From an optimization exercise on the open Yosys and OpenROAD flow, aimed at small area; shortcuts taken in it are not production practice. Only simulation tests tie the RTL to the original design; equivalence was not proved. The clock port is modelled as an ideal driver; clocking choices that lean on that would not hold on a real chip.

## run A
==> flow/design.v <==
module uart_rx (
    input        clk,
    input        rst_n,
    input        rx,
    output [2:0] label,      
    output reg   hb,
    output       valid       
);
    localparam [3:0] IDLE  = 4'b0000,
                     START = 4'b0001,
                     D0    = 4'b0110,   
                     STOP  = 4'b0111,
                     VALID = 4'b1111;   
    reg [3:0] ph;
    reg       ta;
    reg [2:0] tb;
    reg [4:0] tc;
    wire idle = (ph == IDLE) | (ph == VALID);
    wire data = (ph == D0) | (ph[3] & (ph[2:0] != 3'b111));
    wire term = ta & (&tb) & (&tc);
    assign valid = (ph == VALID);
    assign label = ph[2:0];
    always @(posedge clk or negedge rst_n) begin
        if (!rst_n)
            ph <= IDLE;
        else
            case (ph)
                IDLE, VALID: ph <= rx ? IDLE : START;
                START:   if (term) ph <= rx ? IDLE : D0;
                D0:      if (term) ph <= 4'b1000;
                4'b1110: if (term) ph <= STOP;
                STOP:    if (term) ph <= rx ? VALID : IDLE;
                default: if (term) ph <= ph + 4'd1;
            endcase
    end
    always @(posedge clk) begin
        if (idle) begin
            ta <= 1'b0;
            tb <= 3'b111;
            tc <= 5'b11111;
        end else begin
            ta <= ~ta;
            tb <= {tb[1:0], tb[2] ^ tb[1]};
            tc <= {tc[3:0], tc[4] ^ tc[2]};
        end
        if (data & term)
            hb <= rx;
    end
endmodule
module uart_tx (
    input        clk,
    input        rst_n,
    input        start,      
    input        cap,        
    input        din,
    output [3:0] tph,        
    output reg   frame,
    output reg   tx
);
    reg       ta;
    reg [2:0] tb;
    reg [4:0] tc;
    reg [3:0] ph;            
    reg       nb;
    wire tick = frame & ta & (&tb) & (&tc);
    assign tph = ph;
    always @(posedge clk) begin
        if (!frame) begin
            ta <= 1'b0;
            tb <= 3'b011;
            tc <= 5'b01111;
            ph <= 4'd15;
        end else begin
            ta <= ~ta;
            tb <= {tb[1:0], tb[2] ^ tb[1]};
            tc <= {tc[3:0], tc[4] ^ tc[2]};
            if (tick)
                ph <= ph + 4'd1;
        end
        if (cap)
            nb <= din;
    end
    always @(posedge clk or negedge rst_n) begin
        if (!rst_n) begin
            frame <= 1'b0;
            tx    <= 1'b1;
        end else begin
            if (start)
                frame <= 1'b1;
            else if (tick && ph == 4'd9)
                frame <= 1'b0;
            if (tick)
                tx <= ph[3] ? ~ph[2] : nb;
        end
    end
endmodule
module uart_string_loopback (
    input  wire clk,
    input  wire rst_n,
    input  wire rx,
    output wire tx
);
reg  [255:0] ring;
reg  [7:0]   cnt;
reg  [4:0]   write_ptr;
reg  [4:0]   read_ptr;
wire       hb, valid, frame;
wire [2:0] label;
wire [3:0] tph;
wire [4:0] wp_next = write_ptr + 5'd1;
wire full   = wp_next == read_ptr;
wire empty  = write_ptr == read_ptr;
wire start  = ~frame & ~empty;
wire sent   = ~frame | (tph != 4'd15 && tph > {1'b0, label});
wire wen    = (cnt == {wp_next, label}) & (~full | sent);
wire din    = wen ? hb : ring[255];
wire cap    = cnt == {read_ptr, tph[2:0]};
uart_rx uart_rx_inst (
    .clk(clk),
    .rst_n(rst_n),
    .rx(rx),
    .label(label),
    .hb(hb),
    .valid(valid)
);
uart_tx uart_tx_inst (
    .clk(clk),
    .rst_n(rst_n),
    .start(start),
    .cap(cap),
    .din(din),
    .tph(tph),
    .frame(frame),
    .tx(tx)
);
always @(posedge clk) begin
    ring <= {ring[254:0], din};
    cnt  <= {cnt[6:0], cnt[7] ^ cnt[5] ^ cnt[4] ^ cnt[3] ^ (cnt[6:0] == 7'd0)};
end
always @(posedge clk or negedge rst_n) begin
    if (!rst_n) begin
        write_ptr <= 5'd0;
        read_ptr  <= 5'd0;
    end else begin
        if (valid && !full)
            write_ptr <= wp_next;
        if (start)
            read_ptr <= read_ptr + 5'd1;
    end
end
endmodule
Settings: LEC_CHECK=0, CAP_MARGIN=20, CORE_MARGIN=2, CORE_UTILIZATION=60, SLEW_MARGIN=20; clock period 20.0 ns.
standard.sh (not shown) runs the stock make flow with config.mk's settings and CLKGATE_MAP_FILE= SYNTH_SCRIPT=/design/flow/synth_recipe.tcl, a recipe that flattens the netlist after the stock synthesis.
==> flow/flow/run.sh <==
#!/bin/bash
# Own layout flow: the standard synthesis, its logic remapped for area (the
# flip-flops untouched), then the standard layout of that netlist. Each tool
# writes its own log here.
set -euo pipefail
W=$PWD
F=$W/flow
LIB=$FLOW_HOME/platforms/sky130hd/lib/sky130_fd_sc_hd__tt_025C_1v80.lib
R=orfs/results/$FLOW_PLATFORM/uart_string_loopback/base

bash standard.sh synth > log_synth.log 2>&1
cp $R/1_2_yosys.v std_synth.v

# remap, then prove the remapped netlist equal to the standard one; keep the
# standard netlist if either step fails
python3 $F/mkmap.py $LIB std_synth.v std_map.v > log_mkmap.log 2>&1
NET=$W/std_synth.v
if RS_LIB=$LIB RS_IN=std_synth.v RS_TOP=$FLOW_TOP RS_MAP=std_map.v RS_ABC=$F/area.abc \
     RS_OUT=resynth.v yosys -c $F/resynth.tcl > log_resynth.log 2>&1 \
   && python3 $F/mkmap.py $LIB resynth.v resynth_map.v > log_mkmap2.log 2>&1 \
   && RS_LIB=$LIB RS_IN=std_synth.v RS_OUT=resynth.v RS_TOP=$FLOW_TOP RS_MAP=std_map.v \
     RS_MAP2=resynth_map.v RS_FFMAP=$F/ffmap.v yosys -c $F/equiv.tcl > log_equiv.log 2>&1; then
  NET=$W/resynth.v
fi
echo "netlist: $NET"

mv orfs orfs_std
ARGS=("SYNTH_NETLIST_FILES=$NET")
if [[ -f $F/cts_args ]]; then
  ARGS+=("CTS_ARGS=$(cat $F/cts_args)")
fi
if [[ -f $F/make_args ]]; then
  while IFS= read -r line; do
    [[ -n $line ]] && ARGS+=("$line")
  done < $F/make_args
fi
# POST_CTS_TCL: a leaf clock buffer whose flip-flops see a slow clock edge
# gets a larger cell
ARGS+=("POST_CTS_TCL=$F/fixclk.tcl")
bash standard.sh "${ARGS[@]}" finish > log_layout.log 2>&1
test -f out/final.def
==> flow/flow/area.abc <==
strash
&get -n
&st
&deepsyn -T 20
&nf -a -R 1000
&put
topo
dnsize
==> flow/flow/cts_args <==
-sink_clustering_enable -repair_clock_nets -dont_use_dummy_load -buf_list sky130_fd_sc_hd__clkbuf_4 -sink_clustering_size 16 -sink_clustering_max_diameter 45
==> flow/flow/equiv.tcl <==
# Prove the remapped netlist does what the standard one does. Both netlists are
# turned into plain logic and flip-flops, which pair by name.
yosys -import
set lib $::env(RS_LIB)
foreach {net map name} [list $::env(RS_IN) $::env(RS_MAP) gold $::env(RS_OUT) $::env(RS_MAP2) gate] {
  yosys design -reset
  read_verilog $net
  read_verilog $map
  read_verilog $::env(RS_FFMAP)
  hierarchy -top $::env(RS_TOP)
  flatten
  yosys proc
  async2sync
  opt_clean
  yosys rename -hide w:_*
  yosys rename $::env(RS_TOP) $name
  yosys design -stash $name
}
yosys design -reset
yosys design -copy-from gold -as gold gold
yosys design -copy-from gate -as gate gate
equiv_make gold gate equiv
hierarchy -top equiv
equiv_simple -seq 2
equiv_induct
equiv_status -assert
==> flow/flow/fixclk.tcl <==
# POST_CTS_TCL hook: a leaf clock buffer whose flip-flop clock pins see a slow
# edge (placement estimate) is swapped for the next larger clock buffer, then
# the placement is legalised again.
set th 0.115
set next {sky130_fd_sc_hd__clkbuf_1 sky130_fd_sc_hd__clkbuf_2 sky130_fd_sc_hd__clkbuf_2 sky130_fd_sc_hd__clkbuf_4 sky130_fd_sc_hd__clkbuf_4 sky130_fd_sc_hd__clkbuf_8 sky130_fd_sc_hd__clkbuf_8 sky130_fd_sc_hd__clkbuf_16}
array set up $next
for {set pass 0} {$pass < 4} {incr pass} {
  estimate_parasitics -placement
  set changed 0
  foreach inst [get_cells *] {
    set m [get_property $inst ref_name]
    if {![info exists up($m)]} continue
    set opin [get_pins -of_objects $inst -filter "direction == output"]
    set net [get_nets -of_objects $opin]
    set mx 0
    set ff 0
    foreach p [get_pins -of_objects $net -filter "direction == input"] {
      if {[get_property $p lib_pin_name] == "CLK"} {
        incr ff
        set s [get_property $p slew_max]
        if {$s > $mx} {set mx $s}
      }
    }
    if {$ff > 0 && $mx > $th} {
      puts "fixclk: upsize [get_property $inst name] $m -> $up($m) (slew $mx)"
      replace_cell $inst $up($m)
      incr changed
    }
  }
  if {$changed == 0} break
}
detailed_placement
check_placement -verbose
estimate_parasitics -placement
==> flow/flow/mkmap.py <==
#!/usr/bin/env python3
"""Write a Yosys techmap file that turns each combinational standard cell used in a
netlist into plain logic (its Liberty function), so ABC can map that logic again.
usage: mkmap.py LIB NETLIST OUT"""
import re, sys

lib, netlist, out = sys.argv[1:4]
used = set(re.findall(r'^\s*(sky130_fd_sc_hd__\w+)\s', open(netlist).read(), re.M))

text = open(lib).read()
cells = {}
for m in re.finditer(r'\n\s*cell\s*\(\s*"?(\w+)"?\s*\)\s*\{', text):
    name = m.group(1)
    # find the matching brace
    i = m.end(); depth = 1
    while depth:
        c = text[i]
        if c == '{': depth += 1
        elif c == '}': depth -= 1
        i += 1
    cells[name] = text[m.end():i]

def conv(f):
    f = f.replace('!', '~')
    # liberty allows space as AND between operands; sky130 uses explicit &
    return f

lines = []
for name in sorted(used):
    body = cells.get(name)
    if body is None or re.search(r'\b(ff|latch|statetable)\s*\(', body):
        continue
    pins = []
    for pm in re.finditer(r'\n\s*pin\s*\(\s*"?(\w+)"?\s*\)\s*\{', body):
        j = pm.end(); depth = 1
        while depth:
            c = body[j]
            if c == '{': depth += 1
            elif c == '}': depth -= 1
            j += 1
        pb = body[pm.end():j]
        d = re.search(r'direction\s*:\s*"?(\w+)"?', pb)
        f = re.search(r'\bfunction\s*:\s*"([^"]*)"', pb)
        pins.append((pm.group(1), d.group(1) if d else None, f.group(1) if f else None))
    outs = [p for p in pins if p[1] == 'output']
    if not outs or any(p[2] is None for p in outs):
        continue
    ins = [p for p in pins if p[1] == 'input']
    ports = [p[0] for p in ins] + [p[0] for p in outs]
    lines.append(f'module {name} ({", ".join(ports)});')
    for p in ins:
        lines.append(f'  input {p[0]};')
    for p in outs:
        lines.append(f'  output {p[0]};')
        lines.append(f'  assign {p[0]} = {conv(p[2])};')
    lines.append('endmodule')
open(out, 'w').write('\n'.join(lines) + '\n')
==> flow/flow/resynth.tcl <==
# Map the standard synthesis's logic again, for area. The flip-flops stay as
# they are, with their names and cell types; only the cells between them are
# turned back into plain logic (mkmap.py's map) and mapped again by ABC.
yosys -import
set lib $::env(RS_LIB)
read_liberty -lib $lib
read_verilog $::env(RS_IN)
hierarchy -top $::env(RS_TOP)
techmap -map $::env(RS_MAP)
techmap
opt -purge
abc -liberty $lib -dont_use *lpflow* -dont_use *probe* -script $::env(RS_ABC)
opt_clean -purge
hilomap -singleton -hicell sky130_fd_sc_hd__conb_1 HI -locell sky130_fd_sc_hd__conb_1 LO
splitnets
opt_clean -purge
insbuf -buf sky130_fd_sc_hd__buf_1 A X
stat -liberty $lib
write_verilog -noattr -noexpr -nohex -nodec $::env(RS_OUT)
Other scripts of this flow, unchanged in this note and not shown: flow/flow/ffmap.v, flow/flow/make_args
Run A: flow completed, timing, DRC and antenna clean
#### Input delta (run B over run A)
==> flow/flow/cts_args <==
-sink_clustering_enable -repair_clock_nets -dont_use_dummy_load -buf_list sky130_fd_sc_hd__clkbuf_4 -sink_clustering_size 12 -sink_clustering_max_diameter 40
## What came out
Run B has average wire per cell in the routed design below what run A had.
[run B vs run A] post-layout minimum cycle time: higher in run B
NOTE number of nets in the layout run A->run B increased slightly
Total wire length across run B and run A: no real change.
Run A -> run B: area of all placed cells without fillers decreased slightly
Per the final summary, run B finished and its layout is clean on timing, DRC and antenna.
--- input diff run B..run C ---
diff --git a/flow/flow/run.sh b/flow/flow/run.sh
--- a/flow/flow/run.sh
+++ b/flow/flow/run.sh
@@ -12,15 +12,26 @@
 cp $R/1_2_yosys.v std_synth.v
 
-# remap, then prove the remapped netlist equal to the standard one; keep the
-# standard netlist if either step fails
+# remap with each ABC script (in parallel), then take the smallest netlist
+# that is proven equal to the standard one; keep the standard netlist if none
 python3 $F/mkmap.py $LIB std_synth.v std_map.v > log_mkmap.log 2>&1
 NET=$W/std_synth.v
-if RS_LIB=$LIB RS_IN=std_synth.v RS_TOP=$FLOW_TOP RS_MAP=std_map.v RS_ABC=$F/area.abc \
-     RS_OUT=resynth.v yosys -c $F/resynth.tcl > log_resynth.log 2>&1 \
-   && python3 $F/mkmap.py $LIB resynth.v resynth_map.v > log_mkmap2.log 2>&1 \
-   && RS_LIB=$LIB RS_IN=std_synth.v RS_OUT=resynth.v RS_TOP=$FLOW_TOP RS_MAP=std_map.v \
-     RS_MAP2=resynth_map.v RS_FFMAP=$F/ffmap.v yosys -c $F/equiv.tcl > log_equiv.log 2>&1; then
-  NET=$W/resynth.v
-fi
+for a in $F/abc_*.abc; do
+  n=$(basename $a .abc)
+  RS_LIB=$LIB RS_IN=std_synth.v RS_TOP=$FLOW_TOP RS_MAP=std_map.v RS_ABC=$a \
+    RS_OUT=rs_$n.v yosys -c $F/resynth.tcl > log_resynth_$n.log 2>&1 &
+done
+wait || true
+for n in $(for l in log_resynth_*.log; do
+             a=$(grep "Chip area" $l | tail -1 | awk '{print $NF}')
+             [[ -n $a ]] && echo "$a ${l#log_resynth_}"
+           done | sort -g | awk '{print $2}'); do
+  n=${n%.log}
+  if python3 $F/mkmap.py $LIB rs_$n.v rs_${n}_map.v > log_mkmap_$n.log 2>&1 \
+     && RS_LIB=$LIB RS_IN=std_synth.v RS_OUT=rs_$n.v RS_TOP=$FLOW_TOP RS_MAP=std_map.v \
+       RS_MAP2=rs_${n}_map.v RS_FFMAP=$F/ffmap.v yosys -c $F/equiv.tcl > log_equiv_$n.log 2>&1; then
+    NET=$W/rs_$n.v
+    break
+  fi
+done
 echo "netlist: $NET"
 
==> flow/flow/abc_1.abc (new file) <==
strash
&get -n
&st
&deepsyn -T 20 -S 1
&nf -a -R 1000
&put
topo
dnsize
==> flow/flow/abc_2.abc (new file) <==
strash
&get -n
&st
&deepsyn -T 20 -S 2
&nf -a -R 1000
&put
topo
dnsize
==> flow/flow/abc_3.abc (new file) <==
strash
&get -n
&st
&deepsyn -T 20 -S 3
&nf -a -R 1000
&put
topo
dnsize
==> flow/flow/abc_4.abc (new file) <==
strash
dc2
&get -n
&st
&synch2
&nf -a
&put
diff --git a/flow/flow/fixclk.tcl b/flow/flow/fixclk.tcl
--- a/flow/flow/fixclk.tcl
+++ b/flow/flow/fixclk.tcl
@@ -2,5 +2,5 @@
 # edge (placement estimate) is swapped for the next larger clock buffer, then
 # the placement is legalised again.
-set th 0.115
+set th 0.122
 set next {sky130_fd_sc_hd__clkbuf_1 sky130_fd_sc_hd__clkbuf_2 sky130_fd_sc_hd__clkbuf_2 sky130_fd_sc_hd__clkbuf_4 sky130_fd_sc_hd__clkbuf_4 sky130_fd_sc_hd__clkbuf_8 sky130_fd_sc_hd__clkbuf_8 sky130_fd_sc_hd__clkbuf_16}
 array set up $next
removed: flow/flow/area.abc
Findings:
As of run C, maximum frequency had risen slightly compared to run B.
Compare run B and run C | cell area higher: run B
The proportion of final cell area spent on non-clock buffers of run B and that of run C are within noise of each other.

-- static timing again, ports no longer ideal --
The flow's constraints put no driver on any port. The routed layouts listed below were extracted and timed again, unchanged, in two steps. Step 1: set_driving_cell puts a clkbuf_16 on clk and a buf_2 on each other input, an assumption about the parent block. Step 2 adds t to the input delays and takes it off the output delays; t is the mean of the earliest and latest rising clock arrival at the registers after step 1. Input paths then give back, and output paths get back, about the clock's delay inside the block. Three values: ideal, step 1, step 2; two values: the first two.
run | t, ns | setup slack, ns | worst setup path after step 2 | latest minus earliest clock arrival (ns)
run A | 0.641 | 14.731 / 14.699 / 14.539 | input to register | 0.081 / 0.081
run B | 0.635 | 14.656 / 14.625 / 14.572 | input to register | 0.064 / 0.065
run C | 0.628 | 14.726 / 14.695 / 15.158 | input to register | 0.053 / 0.054
After both steps setup and hold are still met in every run listed. For run A, which loses most, drivers alone change the setup slack by -0.032 ns; drivers and shift together by -0.192 ns.
